Background: an optimization exercise with open tools, aiming at small area and a short achievable clock period. Do not read the settings as production practice. Function not checked in this run: the RTL went through the layout flow alone. No activity file was given, so power comes from the tool's default toggle rates.

`flow/run.sh`:
```
#!/bin/bash
# synth_recipe.tcl (not shown) runs the flow's synth.tcl, then flattens the netlist and writes it again
# the make line also repeats each setting of config.mk as NAME=value (left out here)
make -C /OpenROAD-flow-scripts/flow DESIGN_CONFIG=/design/flow/config.mk WORK_HOME=/design/flow/orfs CLKGATE_MAP_FILE= SYNTH_SCRIPT=/design/flow/synth_recipe.tcl finish
```
`flow/constraint.sdc`:
```
create_clock -name core_clock -period 8.0 [get_ports {clk}]
set_input_delay 1.6000 -clock core_clock [delete_from_list [all_inputs] [get_ports {clk}]]
set_output_delay 1.6000 -clock core_clock [all_outputs]
set_load 0.01 [all_outputs]
```
`flow/config.mk`:
```
export PLATFORM = sky130hd
export DESIGN_NAME = fc2
export DESIGN_NICKNAME = fc2
export VERILOG_FILES = /design/flow/design.v
export SDC_FILE = /design/flow/constraint.sdc
export NUM_CORES = 8
export LEC_CHECK = 0
export CAP_MARGIN = 20
export CORE_MARGIN = 2
export CORE_UTILIZATION = 45
export SLEW_MARGIN = 20
```
`flow/design.v`:
```
module fc2_column #(
    parameter logic [7:0] BIAS = 8'h00
) (
    input  logic        clk,
    input  logic [7:0]  weight,
    input  logic [10:0] x,
    input  logic        xmin,
    input  logic        first,
    output logic [15:0] res
);
    localparam logic [23:0] INIT = {{8{BIAS[7]}}, BIAS, 8'h80} + 24'd294912;
    logic [7:0] w;
    logic [23:0] acc;
    logic [23:0] acc_in, sa, sb, acc_d;
    logic ovf;
    logic pp1;
    logic pp2;
    logic pp3;
    logic pp4;
    logic pp5;
    logic pp6;
    logic pp7;
    logic pp8;
    logic pp9;
    logic pp10;
    logic pp11;
    logic pp12;
    logic pp13;
    logic pp14;
    logic pp15;
    logic pp16;
    logic pp17;
    logic pp18;
    logic pp19;
    logic pp20;
    logic pp21;
    logic pp22;
    logic pp23;
    logic pp24;
    logic pp25;
    logic pp26;
    logic pp27;
    logic pp28;
    logic pp29;
    logic pp30;
    logic pp31;
    logic pp32;
    logic pp33;
    logic pp34;
    logic pp35;
    logic pp36;
    logic pp37;
    logic pp38;
    logic pp39;
    logic pp40;
    logic pp41;
    logic pp42;
    logic pp43;
    logic pp44;
    logic pp45;
    logic pp46;
    logic pp47;
    logic pp48;
    logic pp49;
    logic pp50;
    logic pp51;
    logic pp52;
    logic pp53;
    logic pp54;
    logic pp55;
    logic pp56;
    logic pp57;
    logic pp58;
    logic pp59;
    logic pp60;
    logic pp61;
    logic pp62;
    logic pp63;
    logic pp64;
    logic pp65;
    logic pp66;
    logic pp67;
    logic pp68;
    logic pp69;
    logic pp70;
    logic pp71;
    logic pp72;
    logic pp73;
    logic pp74;
    logic pp75;
    logic pp76;
    logic pp77;
    logic pp78;
    logic pp79;
    logic pp80;
    logic pp81;
    logic pp82;
    logic pp83;
    logic pp84;
    logic pp85;
    logic pp86;
    logic pp87;
    logic pp88;
    logic s89;
    logic c90;
    logic s91;
    logic c92;
    logic s93;
    logic c94;
    logic s95;
    logic c96;
    logic s97;
    logic c98;
    logic s99;
    logic c100;
    logic s101;
    logic c102;
    logic s103;
    logic c104;
    logic s105;
    logic c106;
    logic s107;
    logic c108;
    logic s109;
    logic c110;
    logic s111;
    logic c112;
    logic s113;
    logic c114;
    logic s115;
    logic c116;
    logic s117;
    logic c118;
    logic s119;
    logic c120;
    logic s121;
    logic c122;
    logic s123;
    logic c124;
    logic s125;
    logic c126;
    logic s127;
    logic c128;
    logic s129;
    logic c130;
    logic s131;
    logic c132;
    logic s133;
    logic c134;
    logic s135;
    logic c136;
    logic s137;
    logic c138;
    logic s139;
    logic c140;
    logic s141;
    logic c142;
    logic s143;
    logic c144;
    logic s145;
    logic c146;
    logic s147;
    logic c148;
    logic s149;
    logic c150;
    logic s151;
    logic c152;
    logic s153;
    logic c154;
    logic s155;
    logic c156;
    logic s157;
    logic c158;
    logic s159;
    logic c160;
    logic s161;
    logic c162;
    logic s163;
    logic c164;
    logic s165;
    logic c166;
    logic s167;
    logic c168;
    logic s169;
    logic c170;
    logic s171;
    logic c172;
    logic s173;
    logic c174;
    logic s175;
    logic c176;
    logic s177;
    logic c178;
    logic s179;
    logic c180;
    logic s181;
    logic c182;
    logic s183;
    logic c184;
    logic s185;
    logic c186;
    logic s187;
    logic c188;
    logic s189;
    logic c190;
    logic s191;
    logic c192;
    logic s193;
    logic c194;
    logic s195;
    logic c196;
    logic s197;
    logic c198;
    logic s199;
    logic c200;
    logic s201;
    logic c202;
    logic s203;
    logic c204;
    logic s205;
    logic c206;
    logic s207;
    logic c208;
    logic s209;
    logic c210;
    logic s211;
    logic c212;
    logic s213;
    logic c214;
    logic s215;
    logic c216;
    logic s217;
    logic c218;
    logic s219;
    logic c220;
    logic s221;
    logic c222;
    logic s223;
    logic c224;
    logic s225;
    logic c226;
    logic s227;
    logic c228;
    logic s229;
    logic c230;
    logic s231;
    logic c232;
    logic s233;
    logic c234;
    logic s235;
    logic c236;
    logic s237;
    logic c238;
    logic s239;
    logic c240;
    logic s241;
    logic c242;
    logic s243;
    logic c244;
    logic p245;
    logic p246;
    logic p247;
    logic p248;
    logic p249;
    logic p250;
    logic p251;
    logic p252;
    logic p253;
    logic p254;
    logic p255;
    logic p256;
    logic p257;
    logic p258;
    logic p259;
    logic p260;
    logic p261;
    logic p262;
    logic p263;
    logic p264;
    logic p265;
    logic p266;
    logic p267;
    logic p268;
    logic g269;
    logic g270;
    logic g271;
    logic g272;
    logic g273;
    logic g274;
    logic g275;
    logic g276;
    logic g277;
    logic g278;
    logic g279;
    logic g280;
    logic g281;
    logic g282;
    logic g283;
    logic g284;
    logic g285;
    logic g286;
    logic g287;
    logic g288;
    logic g289;
    logic g290;
    logic g291;
    logic g292;
    logic gg293;
    logic pp_294;
    logic gg295;
    logic pp_296;
    logic gg297;
    logic pp_298;
    logic gg299;
    logic pp_300;
    logic gg301;
    logic pp_302;
    logic gg303;
    logic pp_304;
    logic gg305;
    logic pp_306;
    logic gg307;
    logic pp_308;
    logic gg309;
    logic pp_310;
    logic gg311;
    logic pp_312;
    logic gg313;
    logic pp_314;
    logic gg315;
    logic pp_316;
    logic gg317;
    logic pp_318;
    logic gg319;
    logic pp_320;
    logic gg321;
    logic pp_322;
    logic gg323;
    logic pp_324;
    logic gg325;
    logic pp_326;
    logic gg327;
    logic pp_328;
    logic gg329;
    logic pp_330;
    logic gg331;
    logic pp_332;
    logic gg333;
    logic pp_334;
    logic gg335;
    logic pp_336;
    logic gg337;
    logic pp_338;
    logic gg339;
    logic pp_340;
    logic gg341;
    logic pp_342;
    logic gg343;
    logic pp_344;
    logic gg345;
    logic pp_346;
    logic gg347;
    logic pp_348;
    logic gg349;
    logic pp_350;
    logic gg351;
    logic pp_352;
    logic gg353;
    logic pp_354;
    logic gg355;
    logic pp_356;
    logic gg357;
    logic pp_358;
    logic gg359;
    logic pp_360;
    logic gg361;
    logic pp_362;
    logic gg363;
    logic pp_364;
    logic gg365;
    logic pp_366;
    logic gg367;
    logic pp_368;
    logic gg369;
    logic pp_370;
    logic gg371;
    logic pp_372;
    logic gg373;
    logic pp_374;
    logic gg375;
    logic pp_376;
    logic gg377;
    logic pp_378;
    logic gg379;
    logic pp_380;
    logic gg381;
    logic pp_382;
    logic gg383;
    logic pp_384;
    logic gg385;
    logic pp_386;
    logic gg387;
    logic pp_388;
    logic ys389;
    logic ys390;
    logic ys391;
    logic ys392;
    logic ys393;
    logic ys394;
    logic ys395;
    logic ys396;
    logic ys397;
    logic ys398;
    logic ys399;
    logic ys400;
    logic ys401;
    logic ys402;
    logic ys403;
    logic ys404;
    logic ys405;
    logic ys406;
    logic ys407;
    logic ys408;
    logic ys409;
    logic ys410;
    logic ys411;
    assign w = weight;
    assign pp1 = x[0] & w[0];
    assign pp2 = x[0] & w[1];
    assign pp3 = x[0] & w[2];
    assign pp4 = x[0] & w[3];
    assign pp5 = x[0] & w[4];
    assign pp6 = x[0] & w[5];
    assign pp7 = x[0] & w[6];
    assign pp8 = ~(x[0] & w[7]);
    assign pp9 = x[1] & w[0];
    assign pp10 = x[1] & w[1];
    assign pp11 = x[1] & w[2];
    assign pp12 = x[1] & w[3];
    assign pp13 = x[1] & w[4];
    assign pp14 = x[1] & w[5];
    assign pp15 = x[1] & w[6];
    assign pp16 = ~(x[1] & w[7]);
    assign pp17 = x[2] & w[0];
    assign pp18 = x[2] & w[1];
    assign pp19 = x[2] & w[2];
    assign pp20 = x[2] & w[3];
    assign pp21 = x[2] & w[4];
    assign pp22 = x[2] & w[5];
    assign pp23 = x[2] & w[6];
    assign pp24 = ~(x[2] & w[7]);
    assign pp25 = x[3] & w[0];
    assign pp26 = x[3] & w[1];
    assign pp27 = x[3] & w[2];
    assign pp28 = x[3] & w[3];
    assign pp29 = x[3] & w[4];
    assign pp30 = x[3] & w[5];
    assign pp31 = x[3] & w[6];
    assign pp32 = ~(x[3] & w[7]);
    assign pp33 = x[4] & w[0];
    assign pp34 = x[4] & w[1];
    assign pp35 = x[4] & w[2];
    assign pp36 = x[4] & w[3];
    assign pp37 = x[4] & w[4];
    assign pp38 = x[4] & w[5];
    assign pp39 = x[4] & w[6];
    assign pp40 = ~(x[4] & w[7]);
    assign pp41 = x[5] & w[0];
    assign pp42 = x[5] & w[1];
    assign pp43 = x[5] & w[2];
    assign pp44 = x[5] & w[3];
    assign pp45 = x[5] & w[4];
    assign pp46 = x[5] & w[5];
    assign pp47 = x[5] & w[6];
    assign pp48 = ~(x[5] & w[7]);
    assign pp49 = x[6] & w[0];
    assign pp50 = x[6] & w[1];
    assign pp51 = x[6] & w[2];
    assign pp52 = x[6] & w[3];
    assign pp53 = x[6] & w[4];
    assign pp54 = x[6] & w[5];
    assign pp55 = x[6] & w[6];
    assign pp56 = ~(x[6] & w[7]);
    assign pp57 = x[7] & w[0];
    assign pp58 = x[7] & w[1];
    assign pp59 = x[7] & w[2];
    assign pp60 = x[7] & w[3];
    assign pp61 = x[7] & w[4];
    assign pp62 = x[7] & w[5];
    assign pp63 = x[7] & w[6];
    assign pp64 = ~(x[7] & w[7]);
    assign pp65 = x[8] & w[0];
    assign pp66 = x[8] & w[1];
    assign pp67 = x[8] & w[2];
    assign pp68 = x[8] & w[3];
    assign pp69 = x[8] & w[4];
    assign pp70 = x[8] & w[5];
    assign pp71 = x[8] & w[6];
    assign pp72 = ~(x[8] & w[7]);
    assign pp73 = x[9] & w[0];
    assign pp74 = x[9] & w[1];
    assign pp75 = x[9] & w[2];
    assign pp76 = x[9] & w[3];
    assign pp77 = x[9] & w[4];
    assign pp78 = x[9] & w[5];
    assign pp79 = x[9] & w[6];
    assign pp80 = ~(x[9] & w[7]);
    assign pp81 = ~(x[10] & w[0]);
    assign pp82 = ~(x[10] & w[1]);
    assign pp83 = ~(x[10] & w[2]);
    assign pp84 = ~(x[10] & w[3]);
    assign pp85 = ~(x[10] & w[4]);
    assign pp86 = ~(x[10] & w[5]);
    assign pp87 = ~(x[10] & w[6]);
    assign pp88 = x[10] & w[7];
    assign ovf = xmin & (w == 8'h80);
    assign acc_in = first ? INIT : acc;
    assign s89 = pp6 ^ pp13;
    assign c90 = pp6 & pp13;
    assign s91 = pp7 ^ pp14 ^ pp21;
    assign c92 = (pp7 & pp14) | (pp21 & (pp7 ^ pp14));
    assign s93 = pp28 ^ pp35;
    assign c94 = pp28 & pp35;
    assign s95 = pp8 ^ pp15 ^ pp22;
    assign c96 = (pp8 & pp15) | (pp22 & (pp8 ^ pp15));
    assign s97 = pp29 ^ pp36 ^ pp43;
    assign c98 = (pp29 & pp36) | (pp43 & (pp29 ^ pp36));
    assign s99 = pp50 ^ pp57;
    assign c100 = pp50 & pp57;
    assign s101 = pp16 ^ pp23 ^ pp30;
    assign c102 = (pp16 & pp23) | (pp30 & (pp16 ^ pp23));
    assign s103 = pp37 ^ pp44 ^ pp51;
    assign c104 = (pp37 & pp44) | (pp51 & (pp37 ^ pp44));
    assign s105 = pp58 ^ pp65 ^ acc_in[8];
    assign c106 = (pp58 & pp65) | (acc_in[8] & (pp58 ^ pp65));
    assign s107 = pp24 ^ pp31 ^ pp38;
    assign c108 = (pp24 & pp31) | (pp38 & (pp24 ^ pp31));
    assign s109 = pp45 ^ pp52 ^ pp59;
    assign c110 = (pp45 & pp52) | (pp59 & (pp45 ^ pp52));
    assign s111 = pp66 ^ pp73 ^ acc_in[9];
    assign c112 = (pp66 & pp73) | (acc_in[9] & (pp66 ^ pp73));
    assign s113 = pp32 ^ pp39 ^ pp46;
    assign c114 = (pp32 & pp39) | (pp46 & (pp32 ^ pp39));
    assign s115 = pp53 ^ pp60 ^ pp67;
    assign c116 = (pp53 & pp60) | (pp67 & (pp53 ^ pp60));
    assign s117 = pp74 ^ pp81 ^ acc_in[10];
    assign c118 = (pp74 & pp81) | (acc_in[10] & (pp74 ^ pp81));
    assign s119 = pp40 ^ pp47 ^ pp54;
    assign c120 = (pp40 & pp47) | (pp54 & (pp40 ^ pp47));
    assign s121 = pp61 ^ pp68 ^ pp75;
    assign c122 = (pp61 & pp68) | (pp75 & (pp61 ^ pp68));
    assign s123 = pp82 ^ acc_in[11];
    assign c124 = pp82 & acc_in[11];
    assign s125 = pp48 ^ pp55 ^ pp62;
    assign c126 = (pp48 & pp55) | (pp62 & (pp48 ^ pp55));
    assign s127 = pp69 ^ pp76 ^ pp83;
    assign c128 = (pp69 & pp76) | (pp83 & (pp69 ^ pp76));
    assign s129 = pp56 ^ pp63 ^ pp70;
    assign c130 = (pp56 & pp63) | (pp70 & (pp56 ^ pp63));
    assign s131 = pp4 ^ pp11;
    assign c132 = pp4 & pp11;
    assign s133 = pp5 ^ pp12 ^ pp19;
    assign c134 = (pp5 & pp12) | (pp19 & (pp5 ^ pp12));
    assign s135 = pp26 ^ pp33;
    assign c136 = pp26 & pp33;
    assign s137 = pp20 ^ pp27 ^ pp34;
    assign c138 = (pp20 & pp27) | (pp34 & (pp20 ^ pp27));
    assign s139 = pp41 ^ acc_in[5] ^ s89;
    assign c140 = (pp41 & acc_in[5]) | (s89 & (pp41 ^ acc_in[5]));
    assign s141 = pp42 ^ pp49 ^ acc_in[6];
    assign c142 = (pp42 & pp49) | (acc_in[6] & (pp42 ^ pp49));
    assign s143 = c90 ^ s93 ^ s91;
    assign c144 = (c90 & s93) | (s91 & (c90 ^ s93));
    assign s145 = acc_in[7] ^ c94 ^ s99;
    assign c146 = (acc_in[7] & c94) | (s99 & (acc_in[7] ^ c94));
    assign s147 = c92 ^ s95 ^ s97;
    assign c148 = (c92 & s95) | (s97 & (c92 ^ s95));
    assign s149 = c100 ^ c96 ^ c98;
    assign c150 = (c100 & c96) | (c98 & (c100 ^ c96));
    assign s151 = s101 ^ s103 ^ s105;
    assign c152 = (s101 & s103) | (s105 & (s101 ^ s103));
    assign s153 = c102 ^ c104 ^ c106;
    assign c154 = (c102 & c104) | (c106 & (c102 ^ c104));
    assign s155 = s107 ^ s109 ^ s111;
    assign c156 = (s107 & s109) | (s111 & (s107 ^ s109));
    assign s157 = c108 ^ c110 ^ c112;
    assign c158 = (c108 & c110) | (c112 & (c108 ^ c110));
    assign s159 = s113 ^ s115 ^ s117;
    assign c160 = (s113 & s115) | (s117 & (s113 ^ s115));
    assign s161 = s123 ^ c114 ^ c116;
    assign c162 = (s123 & c114) | (c116 & (s123 ^ c114));
    assign s163 = c118 ^ s119 ^ s121;
    assign c164 = (c118 & s119) | (s121 & (c118 ^ s119));
    assign s165 = acc_in[12] ^ c124 ^ c120;
    assign c166 = (acc_in[12] & c124) | (c120 & (acc_in[12] ^ c124));
    assign s167 = c122 ^ s125 ^ s127;
    assign c168 = (c122 & s125) | (s127 & (c122 ^ s125));
    assign s169 = pp77 ^ pp84 ^ acc_in[13];
    assign c170 = (pp77 & pp84) | (acc_in[13] & (pp77 ^ pp84));
    assign s171 = c126 ^ c128 ^ s129;
    assign c172 = (c126 & c128) | (s129 & (c126 ^ c128));
    assign s173 = pp64 ^ pp71 ^ pp78;
    assign c174 = (pp64 & pp71) | (pp78 & (pp64 ^ pp71));
    assign s175 = pp85 ^ acc_in[14] ^ c130;
    assign c176 = (pp85 & acc_in[14]) | (c130 & (pp85 ^ acc_in[14]));
    assign s177 = pp72 ^ pp79 ^ pp86;
    assign c178 = (pp72 & pp79) | (pp86 & (pp72 ^ pp79));
    assign s179 = pp3 ^ pp10;
    assign c180 = pp3 & pp10;
    assign s181 = pp18 ^ pp25 ^ acc_in[3];
    assign c182 = (pp18 & pp25) | (acc_in[3] & (pp18 ^ pp25));
    assign s183 = acc_in[4] ^ c132 ^ s135;
    assign c184 = (acc_in[4] & c132) | (s135 & (acc_in[4] ^ c132));
    assign s185 = c136 ^ c134 ^ s137;
    assign c186 = (c136 & c134) | (s137 & (c136 ^ c134));
    assign s187 = c138 ^ s141 ^ c140;
    assign c188 = (c138 & s141) | (c140 & (c138 ^ s141));
    assign s189 = c142 ^ s145 ^ c144;
    assign c190 = (c142 & s145) | (c144 & (c142 ^ s145));
    assign s191 = c146 ^ s149 ^ c148;
    assign c192 = (c146 & s149) | (c148 & (c146 ^ s149));
    assign s193 = c150 ^ s153 ^ c152;
    assign c194 = (c150 & s153) | (c152 & (c150 ^ s153));
    assign s195 = c154 ^ s157 ^ c156;
    assign c196 = (c154 & s157) | (c156 & (c154 ^ s157));
    assign s197 = c158 ^ s161 ^ c160;
    assign c198 = (c158 & s161) | (c160 & (c158 ^ s161));
    assign s199 = c162 ^ s165 ^ c164;
    assign c200 = (c162 & s165) | (c164 & (c162 ^ s165));
    assign s201 = s169 ^ c166 ^ c168;
    assign c202 = (s169 & c166) | (c168 & (s169 ^ c166));
    assign s203 = c170 ^ s173 ^ s175;
    assign c204 = (c170 & s173) | (s175 & (c170 ^ s173));
    assign s205 = acc_in[15] ^ c174 ^ s177;
    assign c206 = (acc_in[15] & c174) | (s177 & (acc_in[15] ^ c174));
    assign s207 = pp80 ^ pp87 ^ acc_in[16];
    assign c208 = (pp80 & pp87) | (acc_in[16] & (pp80 ^ pp87));
    assign s209 = pp2 ^ pp9;
    assign c210 = pp2 & pp9;
    assign s211 = pp17 ^ acc_in[2] ^ s179;
    assign c212 = (pp17 & acc_in[2]) | (s179 & (pp17 ^ acc_in[2]));
    assign s213 = c180 ^ s131 ^ s181;
    assign c214 = (c180 & s131) | (s181 & (c180 ^ s131));
    assign s215 = c182 ^ s133 ^ s183;
    assign c216 = (c182 & s133) | (s183 & (c182 ^ s133));
    assign s217 = c184 ^ s139 ^ s185;
    assign c218 = (c184 & s139) | (s185 & (c184 ^ s139));
    assign s219 = c186 ^ s143 ^ s187;
    assign c220 = (c186 & s143) | (s187 & (c186 ^ s143));
    assign s221 = s147 ^ c188 ^ s189;
    assign c222 = (s147 & c188) | (s189 & (s147 ^ c188));
    assign s223 = s151 ^ c190 ^ s191;
    assign c224 = (s151 & c190) | (s191 & (s151 ^ c190));
    assign s225 = s155 ^ c192 ^ s193;
    assign c226 = (s155 & c192) | (s193 & (s155 ^ c192));
    assign s227 = s159 ^ c194 ^ s195;
    assign c228 = (s159 & c194) | (s195 & (s159 ^ c194));
    assign s229 = s163 ^ c196 ^ s197;
    assign c230 = (s163 & c196) | (s197 & (s163 ^ c196));
    assign s231 = s167 ^ c198 ^ s199;
    assign c232 = (s167 & c198) | (s199 & (s167 ^ c198));
    assign s233 = s171 ^ c200 ^ s201;
    assign c234 = (s171 & c200) | (s201 & (s171 ^ c200));
    assign s235 = c172 ^ c202 ^ s203;
    assign c236 = (c172 & c202) | (s203 & (c172 ^ c202));
    assign s237 = c176 ^ s205 ^ c204;
    assign c238 = (c176 & s205) | (c204 & (c176 ^ s205));
    assign s239 = c178 ^ s207 ^ c206;
    assign c240 = (c178 & s207) | (c206 & (c178 ^ s207));
    assign s241 = pp88 ^ acc_in[17] ^ c208;
    assign c242 = (pp88 & acc_in[17]) | (c208 & (pp88 ^ acc_in[17]));
    assign s243 = acc_in[18] ^ ~ovf;
    assign c244 = acc_in[18] & ~ovf;
    assign sa = {acc_in[23], acc_in[22], acc_in[21], acc_in[20], acc_in[19], c242, c240, c238, c236, c234, c232, c230, c228, c226, c224, c222, c220, c218, c216, c214, c212, c210, acc_in[1], pp1};
    assign sb = {1'b0, 1'b0, 1'b0, 1'b0, c244, s243, s241, s239, s237, s235, s233, s231, s229, s227, s225, s223, s221, s219, s217, s215, s213, s211, s209, acc_in[0]};
    assign p245 = sa[0] ^ sb[0];
    assign p246 = sa[1] ^ sb[1];
    assign p247 = sa[2] ^ sb[2];
    assign p248 = sa[3] ^ sb[3];
    assign p249 = sa[4] ^ sb[4];
    assign p250 = sa[5] ^ sb[5];
    assign p251 = sa[6] ^ sb[6];
    assign p252 = sa[7] ^ sb[7];
    assign p253 = sa[8] ^ sb[8];
    assign p254 = sa[9] ^ sb[9];
    assign p255 = sa[10] ^ sb[10];
    assign p256 = sa[11] ^ sb[11];
    assign p257 = sa[12] ^ sb[12];
    assign p258 = sa[13] ^ sb[13];
    assign p259 = sa[14] ^ sb[14];
    assign p260 = sa[15] ^ sb[15];
    assign p261 = sa[16] ^ sb[16];
    assign p262 = sa[17] ^ sb[17];
    assign p263 = sa[18] ^ sb[18];
    assign p264 = sa[19] ^ sb[19];
    assign p265 = sa[20] ^ sb[20];
    assign p266 = sa[21] ^ sb[21];
    assign p267 = sa[22] ^ sb[22];
    assign p268 = sa[23] ^ sb[23];
    assign g269 = sa[0] & sb[0];
    assign g270 = sa[1] & sb[1];
    assign g271 = sa[2] & sb[2];
    assign g272 = sa[3] & sb[3];
    assign g273 = sa[4] & sb[4];
    assign g274 = sa[5] & sb[5];
    assign g275 = sa[6] & sb[6];
    assign g276 = sa[7] & sb[7];
    assign g277 = sa[8] & sb[8];
    assign g278 = sa[9] & sb[9];
    assign g279 = sa[10] & sb[10];
    assign g280 = sa[11] & sb[11];
    assign g281 = sa[12] & sb[12];
    assign g282 = sa[13] & sb[13];
    assign g283 = sa[14] & sb[14];
    assign g284 = sa[15] & sb[15];
    assign g285 = sa[16] & sb[16];
    assign g286 = sa[17] & sb[17];
    assign g287 = sa[18] & sb[18];
    assign g288 = sa[19] & sb[19];
    assign g289 = sa[20] & sb[20];
    assign g290 = sa[21] & sb[21];
    assign g291 = sa[22] & sb[22];
    assign g292 = sa[23] & sb[23];
    assign gg293 = g270 | (p246 & g269);
    assign pp_294 = p246 & p245;
    assign gg295 = g272 | (p248 & g271);
    assign pp_296 = p248 & p247;
    assign gg297 = g274 | (p250 & g273);
    assign pp_298 = p250 & p249;
    assign gg299 = g276 | (p252 & g275);
    assign pp_300 = p252 & p251;
    assign gg301 = g278 | (p254 & g277);
    assign pp_302 = p254 & p253;
    assign gg303 = g280 | (p256 & g279);
    assign pp_304 = p256 & p255;
    assign gg305 = g282 | (p258 & g281);
    assign pp_306 = p258 & p257;
    assign gg307 = g284 | (p260 & g283);
    assign pp_308 = p260 & p259;
    assign gg309 = g286 | (p262 & g285);
    assign pp_310 = p262 & p261;
    assign gg311 = g288 | (p264 & g287);
    assign pp_312 = p264 & p263;
    assign gg313 = g290 | (p266 & g289);
    assign pp_314 = p266 & p265;
    assign gg315 = g271 | (p247 & gg293);
    assign pp_316 = p247 & pp_294;
    assign gg317 = gg295 | (pp_296 & gg293);
    assign pp_318 = pp_296 & pp_294;
    assign gg319 = g275 | (p251 & gg297);
    assign pp_320 = p251 & pp_298;
    assign gg321 = gg299 | (pp_300 & gg297);
    assign pp_322 = pp_300 & pp_298;
    assign gg323 = g279 | (p255 & gg301);
    assign pp_324 = p255 & pp_302;
    assign gg325 = gg303 | (pp_304 & gg301);
    assign pp_326 = pp_304 & pp_302;
    assign gg327 = g283 | (p259 & gg305);
    assign pp_328 = p259 & pp_306;
    assign gg329 = gg307 | (pp_308 & gg305);
    assign pp_330 = pp_308 & pp_306;
    assign gg331 = g287 | (p263 & gg309);
    assign pp_332 = p263 & pp_310;
    assign gg333 = gg311 | (pp_312 & gg309);
    assign pp_334 = pp_312 & pp_310;
    assign gg335 = g291 | (p267 & gg313);
    assign pp_336 = p267 & pp_314;
    assign gg337 = g273 | (p249 & gg317);
    assign pp_338 = p249 & pp_318;
    assign gg339 = gg297 | (pp_298 & gg317);
    assign pp_340 = pp_298 & pp_318;
    assign gg341 = gg319 | (pp_320 & gg317);
    assign pp_342 = pp_320 & pp_318;
    assign gg343 = gg321 | (pp_322 & gg317);
    assign pp_344 = pp_322 & pp_318;
    assign gg345 = g281 | (p257 & gg325);
    assign pp_346 = p257 & pp_326;
    assign gg347 = gg305 | (pp_306 & gg325);
    assign pp_348 = pp_306 & pp_326;
    assign gg349 = gg327 | (pp_328 & gg325);
    assign pp_350 = pp_328 & pp_326;
    assign gg351 = gg329 | (pp_330 & gg325);
    assign pp_352 = pp_330 & pp_326;
    assign gg353 = g289 | (p265 & gg333);
    assign pp_354 = p265 & pp_334;
    assign gg355 = gg313 | (pp_314 & gg333);
    assign pp_356 = pp_314 & pp_334;
    assign gg357 = gg335 | (pp_336 & gg333);
    assign pp_358 = pp_336 & pp_334;
    assign gg359 = g277 | (p253 & gg343);
    assign pp_360 = p253 & pp_344;
    assign gg361 = gg301 | (pp_302 & gg343);
    assign pp_362 = pp_302 & pp_344;
    assign gg363 = gg323 | (pp_324 & gg343);
    assign pp_364 = pp_324 & pp_344;
    assign gg365 = gg325 | (pp_326 & gg343);
    assign pp_366 = pp_326 & pp_344;
    assign gg367 = gg345 | (pp_346 & gg343);
    assign pp_368 = pp_346 & pp_344;
    assign gg369 = gg347 | (pp_348 & gg343);
    assign pp_370 = pp_348 & pp_344;
    assign gg371 = gg349 | (pp_350 & gg343);
    assign pp_372 = pp_350 & pp_344;
    assign gg373 = gg351 | (pp_352 & gg343);
    assign pp_374 = pp_352 & pp_344;
    assign gg375 = g285 | (p261 & gg373);
    assign pp_376 = p261 & pp_374;
    assign gg377 = gg309 | (pp_310 & gg373);
    assign pp_378 = pp_310 & pp_374;
    assign gg379 = gg331 | (pp_332 & gg373);
    assign pp_380 = pp_332 & pp_374;
    assign gg381 = gg333 | (pp_334 & gg373);
    assign pp_382 = pp_334 & pp_374;
    assign gg383 = gg353 | (pp_354 & gg373);
    assign pp_384 = pp_354 & pp_374;
    assign gg385 = gg355 | (pp_356 & gg373);
    assign pp_386 = pp_356 & pp_374;
    assign gg387 = gg357 | (pp_358 & gg373);
    assign pp_388 = pp_358 & pp_374;
    assign ys389 = p246 ^ g269;
    assign ys390 = p247 ^ gg293;
    assign ys391 = p248 ^ gg315;
    assign ys392 = p249 ^ gg317;
    assign ys393 = p250 ^ gg337;
    assign ys394 = p251 ^ gg339;
    assign ys395 = p252 ^ gg341;
    assign ys396 = p253 ^ gg343;
    assign ys397 = p254 ^ gg359;
    assign ys398 = p255 ^ gg361;
    assign ys399 = p256 ^ gg363;
    assign ys400 = p257 ^ gg365;
    assign ys401 = p258 ^ gg367;
    assign ys402 = p259 ^ gg369;
    assign ys403 = p260 ^ gg371;
    assign ys404 = p261 ^ gg373;
    assign ys405 = p262 ^ gg375;
    assign ys406 = p263 ^ gg377;
    assign ys407 = p264 ^ gg379;
    assign ys408 = p265 ^ gg381;
    assign ys409 = p266 ^ gg383;
    assign ys410 = p267 ^ gg385;
    assign ys411 = p268 ^ gg387;
    assign acc_d = {ys411, ys410, ys409, ys408, ys407, ys406, ys405, ys404, ys403, ys402, ys401, ys400, ys399, ys398, ys397, ys396, ys395, ys394, ys393, ys392, ys391, ys390, ys389, p245};
    always_ff @(posedge clk) begin
        acc <= acc_d;
    end
    assign res = {acc[23:9], acc[8] & (|acc[7:0])};
endmodule
module fc2 (
    input clk,
    input rst_n,
    input logic [511:0] weight ,
    input  logic [10:0] in_data,
    input in_valid,
    output logic out_valid,
    output logic [15:0] sum
);
localparam logic [511:0] BIAS_FLAT = {
    8'h24, 8'h0E, 8'h01, 8'h02, 8'h1F, 8'h12, 8'hFE, 8'hEF,
    8'h1A, 8'hE5, 8'h08, 8'h19, 8'h3E, 8'hD0, 8'h25, 8'h07,
    8'h12, 8'hF0, 8'hBC, 8'hF6, 8'hFF, 8'h06, 8'hF7, 8'hFD,
    8'h0E, 8'h01, 8'hD4, 8'hE7, 8'hF4, 8'hE0, 8'hD1, 8'h3E,
    8'h09, 8'h20, 8'hC6, 8'hFA, 8'hFD, 8'h17, 8'hF4, 8'hF0,
    8'h12, 8'h17, 8'hF3, 8'h12, 8'h01, 8'h12, 8'h01, 8'h19,
    8'h23, 8'hB9, 8'hFB, 8'h12, 8'hD8, 8'hB2, 8'h19, 8'hE9,
    8'hE9, 8'h16, 8'h11, 8'hC5, 8'h1C, 8'h01, 8'h26, 8'hD8
};
logic       run, primed;
logic [7:0] ph;
logic       load;
always_ff @(posedge clk or negedge rst_n) begin
    if (!rst_n) begin
        run <= 1'b0;
        ph <= 8'd255;
        primed <= 1'b0;
        out_valid <= 1'b0;
    end else begin
        if (in_valid) run <= 1'b1;
        if (run || in_valid) ph <= ph + 8'd1;
        if (run && ph == 8'd255) primed <= 1'b1;
        out_valid <= primed && (ph >= 8'd5) && (ph <= 8'd68);
    end
end
assign load = (ph == 8'd255);
logic [15:0] res [0:63];
genvar i;
generate
    for (i = 0; i < 64; i = i + 1) begin : col
        fc2_column #(.BIAS(BIAS_FLAT[(63-i)*8 +: 8])) fc (
            .clk(clk),
            .weight(weight[8*i +: 8]),
            .x(in_data),
            .xmin((in_data == 11'h400)),
            .first(load),
            .res(res[i])
        );
    end
endgenerate
logic [15:0] sr [0:69];
always_ff @(posedge clk) begin
    for (int k = 0; k < 6; k = k + 1) sr[k] <= sr[k+1];
    for (int k = 6; k < 69; k = k + 1) sr[k] <= load ? res[k-6] : sr[k+1];
    sr[69] <= load ? res[63] : 16'd0;
end
assign sum = sr[0];
endmodule
```
==> run notes <==
- The die area is ~600000 um^2.
- Of the total synthesized cell area, the portion taken by XOR and XNOR cells is roughly 3.4%.
- The total leakage power is 137.4 nW.
- The number of enable-type register cells in the synthesized netlist is 0.
- Clock-pin slew was measured on the worst setup and hold paths at approximately 0.06 ns.
- After detailed placement, the design holds a cell count of about 37000.
- The number of distinct library cells after synthesis is 80.
- The worst setup path is of the reg -> reg kind.
- The combinational share of power is between 70 and 80%.
- Clock latency on the worst-skew pair, taken at its later pin, is a little over 1 ns.
- The critical path goes through ha_1, nand3_1, nor2_4, buf_12, buf_12, buf_4, nor2_1, fa_1, fa_1, fa_1, inv_1, fa_1, ha_1, a21oi_1, o21ai_0, a21oi_1, o21ai_1, a211oi_1, o21ai_1, nand4_1, xor2_1, nor2_1.
- The reg-to-reg critical path endpoint is col[41].fc.acc[23].
- Power comes to 150.6 mW.
- For flop-to-flop paths, the worst setup slack is 1.36 ns.
- After clock tree synthesis, the repair step resized 0 gates.
- After floorplanning, the core was divided into 282 placement rows.
- Final hold analysis gives a worst-case slack of 0.3202 ns.
- Yosys printed 49 warnings.
- The TritonCTS clock tree is built.
- The combinational family with the most area after synthesis is adder cells.
- The layout-stage area growth over the synthesis result is 10.05%.
- The detailed-route wire length per cell is 19.37 um.
- The delay contributed by the slowest stage of the critical path is around 0.58 ns.
- The final core area utilization is around half.
- The count of hold buffers inserted by post-cts repair is 0.
- After Yosys synthesis, full adders, half adders and majority gates account for 43.93% of the synthesized area.
- The worst max-slew margin expressed relative to the limit is 35.91%.
- The final wirelength is 732.3 mm.
- The synthesized-area fraction occupied by and/or/nand/nor cells is between 20% and 30%.
- At the worst endpoint, the required time is ~9 ns.
- The HPWL reported at the end of detailed placement is approximately 560 mm.
- In this run, the number of DRC markers left after iteration 0 of detailed routing was about 11000.
- The multiplexer area fraction after synthesis is less than 1%.
- The cell depth of the worst flop-to-flop path is 22.
- The switching share of power is approximately 46%.
- For this run, the leading register cell type out of synthesis is sky130_fd_sc_hd__dfxtp_1.
- The synthesized netlist net count is ~37000.
- VDD sags by at most 0.3099 mV.
- The residual antenna-violating net count after detailed routing is 0.
- Routability-driven placement finished with a final weighted congestion of between 0.8 and 0.9.
- The tree built by TritonCTS fans out to 2667 sinks.
- The cell count after synthesis came out at 29820.
- The critical path starts at ph[0].
- The depth of the CTS H-tree is 5.
- The first-pass GRT wire length is between 1000 and 1500 mm.
- 543 I/O pins were placed.
- The region available for standard cell placement spans approximately 590000 um^2.
- The max-slew violation count is 0.
- The clock arrives with approximately 0.073 ns of skew.
- The number of buffers created by CTS is 338.
- Global routing used approximately 25% of the available tracks across all layers.
- The horizontal die dimension is 774.2 um.
- The summed instance area of the synthesized netlist is 267000 um^2.
- The register area share after synthesis is 20.02%.
- The total net switching power is between 60 and 70 mW.
- The path class of the lowest-slack min-delay path is reg -> reg.
- The initial antenna violation count is 168.
- The max-cap check violation count is 0.
- Setup repair after global routing left no endpoint under its margin.
- The library cells used most frequently in the layout, excluding fill and tap cells, are sky130_fd_sc_hd__nand2_1 (7491), sky130_fd_sc_hd__fa_1 (4736), sky130_fd_sc_hd__inv_1 (4206).
- The commonest non-fill, non-tap cell in the layout is sky130_fd_sc_hd__nand2_1.
- The mean instance size in the synthesized netlist is around 9.0 um^2.
- The count of state elements after synthesis is 2667.
- The largest buffer count on any clock path is 4.
- The share of flip-flops with an asynchronous set or reset is less than 1%.
- The start of the worst register-to-register path is ph[0].
- The share of total power in sequential cells is between 10% and 20%.
- STA classifies the critical path endpoint as a flip-flop.
- The final net count is between 30000 and 40000.
- The compound-cell area share of the yosys netlist is about 4.1%.
- The fraction of power consumed by the clock network is roughly 11%.
- The endpoint of the most critical setup path is col[41].fc.acc[23].
- Entering global routing, the biggest net connects just under 90 pins.
- Among all stages on the critical path, the largest delay is contributed by sky130_fd_sc_hd__nor2_4.
- The timing-limited maximum frequency is between 0.15 and 0.2 GHz.
- The filler-free cell count of the finished design is about 38000.
- The final number of hold-violating endpoints came to 0.
- After layout, the minimum clock period comes to ~6.6 ns.
- Cells with a size suffix above 1 make up 3.740% of the layout.
- The most used cell along the critical path is sky130_fd_sc_hd__fa_1.
- Dividing the final minimum period by the clock period gives between 80% and 90%.
- The number of buffers inserted by port buffering is 542.
- The worst setup path is launched from a flip-flop.
- CTS placed an instance of sky130_fd_sc_hd__clkbuf_16 at the clock tree root.
- The number of detailed-routing iterations run before antenna repair is 6.
- Cell internal power was estimated by the tool at 81.16 mW.
- The setup-violating endpoint count in the final report is 0.
- The maximum fanout along the worst path is 31.
- For the final routed database, the setup TNS stands at 0 ns.
- After global routing the overflow that remains totals 0.
- Power spread over the standard cell area amounts to between 500 and 600 nW/um^2.
- The via count normalized by instance count is roughly 5.1.
- In this run the post-CTS setup repair buffer count came out at 0.
- The number of global-route vias before repair is around 210k.
- The detailed router placed approximately 190k vias in this run.
- The run finished with no timing, DRC or antenna violations.
- The starting density of the core is 45.23%.
- At the pin with the least slew margin, the transition time is between 0.9 and 1 ns.
- The number of DRC violations after detailed routing is 0.
- The die boundary height is between 700 and 800 um.
- The critical path data arrival time is 7.49 ns.
per-stage QoR:
stage                     setup slack [ns]  instance area [um^2]
after global placement              0.5105                281600
after detailed placement            0.5291                281600
after floorplan                      1.443                267000
final                                1.357                293800
after CTS                            1.331                293600
after global routing                 1.001                293700
final cells by class:
cell class	instances	area [um^2]
diodes	84	210.2
clock buffers	444	9348
clock inverters	179	2636
fillers	55440	296500
inverters	4206	15790
multi-input cells	21400	191900
flip-flops and latches	2667	53460
well taps	7810	9772
repair buffers	1023	10640
cells in the mapped netlist, types with 10 or more instances:
library cell	number	area, um^2
sky130_fd_sc_hd__a2111oi_2	19	285.3
sky130_fd_sc_hd__a211o_1	21	183.9
sky130_fd_sc_hd__a211oi_1	41	307.8
sky130_fd_sc_hd__a21boi_0	28	210.2
sky130_fd_sc_hd__a21o_1	232	1742
sky130_fd_sc_hd__a21oi_1	545	2728
sky130_fd_sc_hd__a221oi_1	15	131.4
sky130_fd_sc_hd__a311o_1	10	100.1
sky130_fd_sc_hd__a31oi_1	35	219.0
sky130_fd_sc_hd__a41o_1	12	120.1
sky130_fd_sc_hd__and2_1	2465	15420
sky130_fd_sc_hd__and3_1	89	556.8
sky130_fd_sc_hd__and4_1	10	87.58
sky130_fd_sc_hd__clkbuf_1	1536	5766
sky130_fd_sc_hd__dfxtp_1	2656	53170
sky130_fd_sc_hd__fa_1	4736	94810
sky130_fd_sc_hd__ha_1	1795	22460
sky130_fd_sc_hd__inv_1	4206	15790
sky130_fd_sc_hd__nand2_1	7491	28120
sky130_fd_sc_hd__nand2b_1	144	900.9
sky130_fd_sc_hd__nand3_1	325	1627
sky130_fd_sc_hd__nand4_1	75	469.2
sky130_fd_sc_hd__nor2_1	944	3543
sky130_fd_sc_hd__nor2b_1	119	744.5
sky130_fd_sc_hd__nor3_1	145	725.7
sky130_fd_sc_hd__nor4_1	199	1245
sky130_fd_sc_hd__nor4b_1	65	569.3
sky130_fd_sc_hd__o2111ai_1	10	87.58
sky130_fd_sc_hd__o211ai_1	26	195.2
sky130_fd_sc_hd__o21a_1	202	1516
sky130_fd_sc_hd__o21ai_0	269	1346
sky130_fd_sc_hd__o21ai_1	16	80.08
sky130_fd_sc_hd__o21bai_1	74	555.5
sky130_fd_sc_hd__o221ai_1	11	96.34
sky130_fd_sc_hd__o22a_1	11	96.34
sky130_fd_sc_hd__o31a_1	16	140.1
sky130_fd_sc_hd__o41a_1	10	112.6
sky130_fd_sc_hd__or2_2	12	75.07
sky130_fd_sc_hd__or3_1	47	294.0
sky130_fd_sc_hd__or4_1	38	285.3
sky130_fd_sc_hd__xnor2_1	650	5693
sky130_fd_sc_hd__xor2_1	376	3293
power by group through the flow:
| stage | Combinational [mW] | Sequential, mW | Clock, mW |
|---|---|---|---|
| floorplan | 89.1 | 22.1 | 0 |
| global placement | 108 | 22.9 | 0 |
| detailed placement | 111 | 23.0 | 0 |
| CTS | 112 | 22.8 | 17.1 |
| global route | 129 | 23.3 | 17.6 |
| finish | 111 | 22.8 | 16.7 |
critical path: cells and delay by family, from the launching register on:
kind / cells / cell delay [ns]
and+or+nand+nor: 5 / 1.02
DFF: 1 / 0.56
xor gates and xnor gates: 1 / 0.16
adders and majority gates: 6 / 2.33
buffers and inverters: 4 / 0.86
AOI/OAI and AO/OA: 6 / 1.44
worst min-delay path by stage:
stage,end,depth (start not counted),start,slack (ns)
floorplan,sr[0][0],0,sr[1][0],0.31
global placement,sr[5][14],0,sr[6][14],0.31
detailed placement,sr[4][13],0,sr[5][13],0.31
CTS,sr[0][5],0,sr[1][5],0.32
global route,sr[0][5],0,sr[1][5],0.33
finish,sr[0][5],0,sr[1][5],0.32
cell families after synthesis:
logic type | count (synthesis)
AND/OR/NAND/NOR | 12180
flip-flops | 2667
buffers and inverters | 5749
AO/OA/AOI/OAI | 1663
XOR/XNOR | 1026
adder cells (fa/ha/maj) | 6531
multiplexers | 1
state kept, by name, indices dropped and copies added (netlist names):
register    cells
col.fc.acc   1536
out_valid       1
ph              8
primed          1
run             1
sr           1120
per-layer routing:
metal  vias to the layer above  track usage (%)  wire [um]
met5                         -                0        486
met4                        78            7.593      23380
met3                      1219            3.787      44570
met2                      5012            42.00     352900
met1                     97590            32.63     310900
li1                      89540                -          -

## port drivers added, routing unchanged
The flow's constraints put no driver on any port. The routed layout listed below was extracted and timed again, unchanged, in two steps.
Step 1 (the two cells are an assumption about what drives the block):
set clk [get_ports {clk}]
set_driving_cell -lib_cell sky130_fd_sc_hd__clkbuf_16 $clk
set_driving_cell -lib_cell sky130_fd_sc_hd__buf_2 [delete_from_list [all_inputs] $clk]
Step 2 times the ports against the registers' clock, not the clock port: input delays grow and output delays shrink by t, the midpoint of the rising clock arrivals with the driver on.
Three values: ideal ports, drivers, drivers and shift; two values: the first two.
shift t [ns]: 1.113
setup slack, ns: 1.357 / 1.357 / 0.385
worst hold slack (ns): 0.320 / 0.320 / 0.320
worst slew at a driven data input, ns: 0.29
cell pins on the clock port's net: 1
After both steps this run still meets setup and hold. For this run, drivers alone change the setup slack by 0.000 ns; drivers and shift together by -0.972 ns.
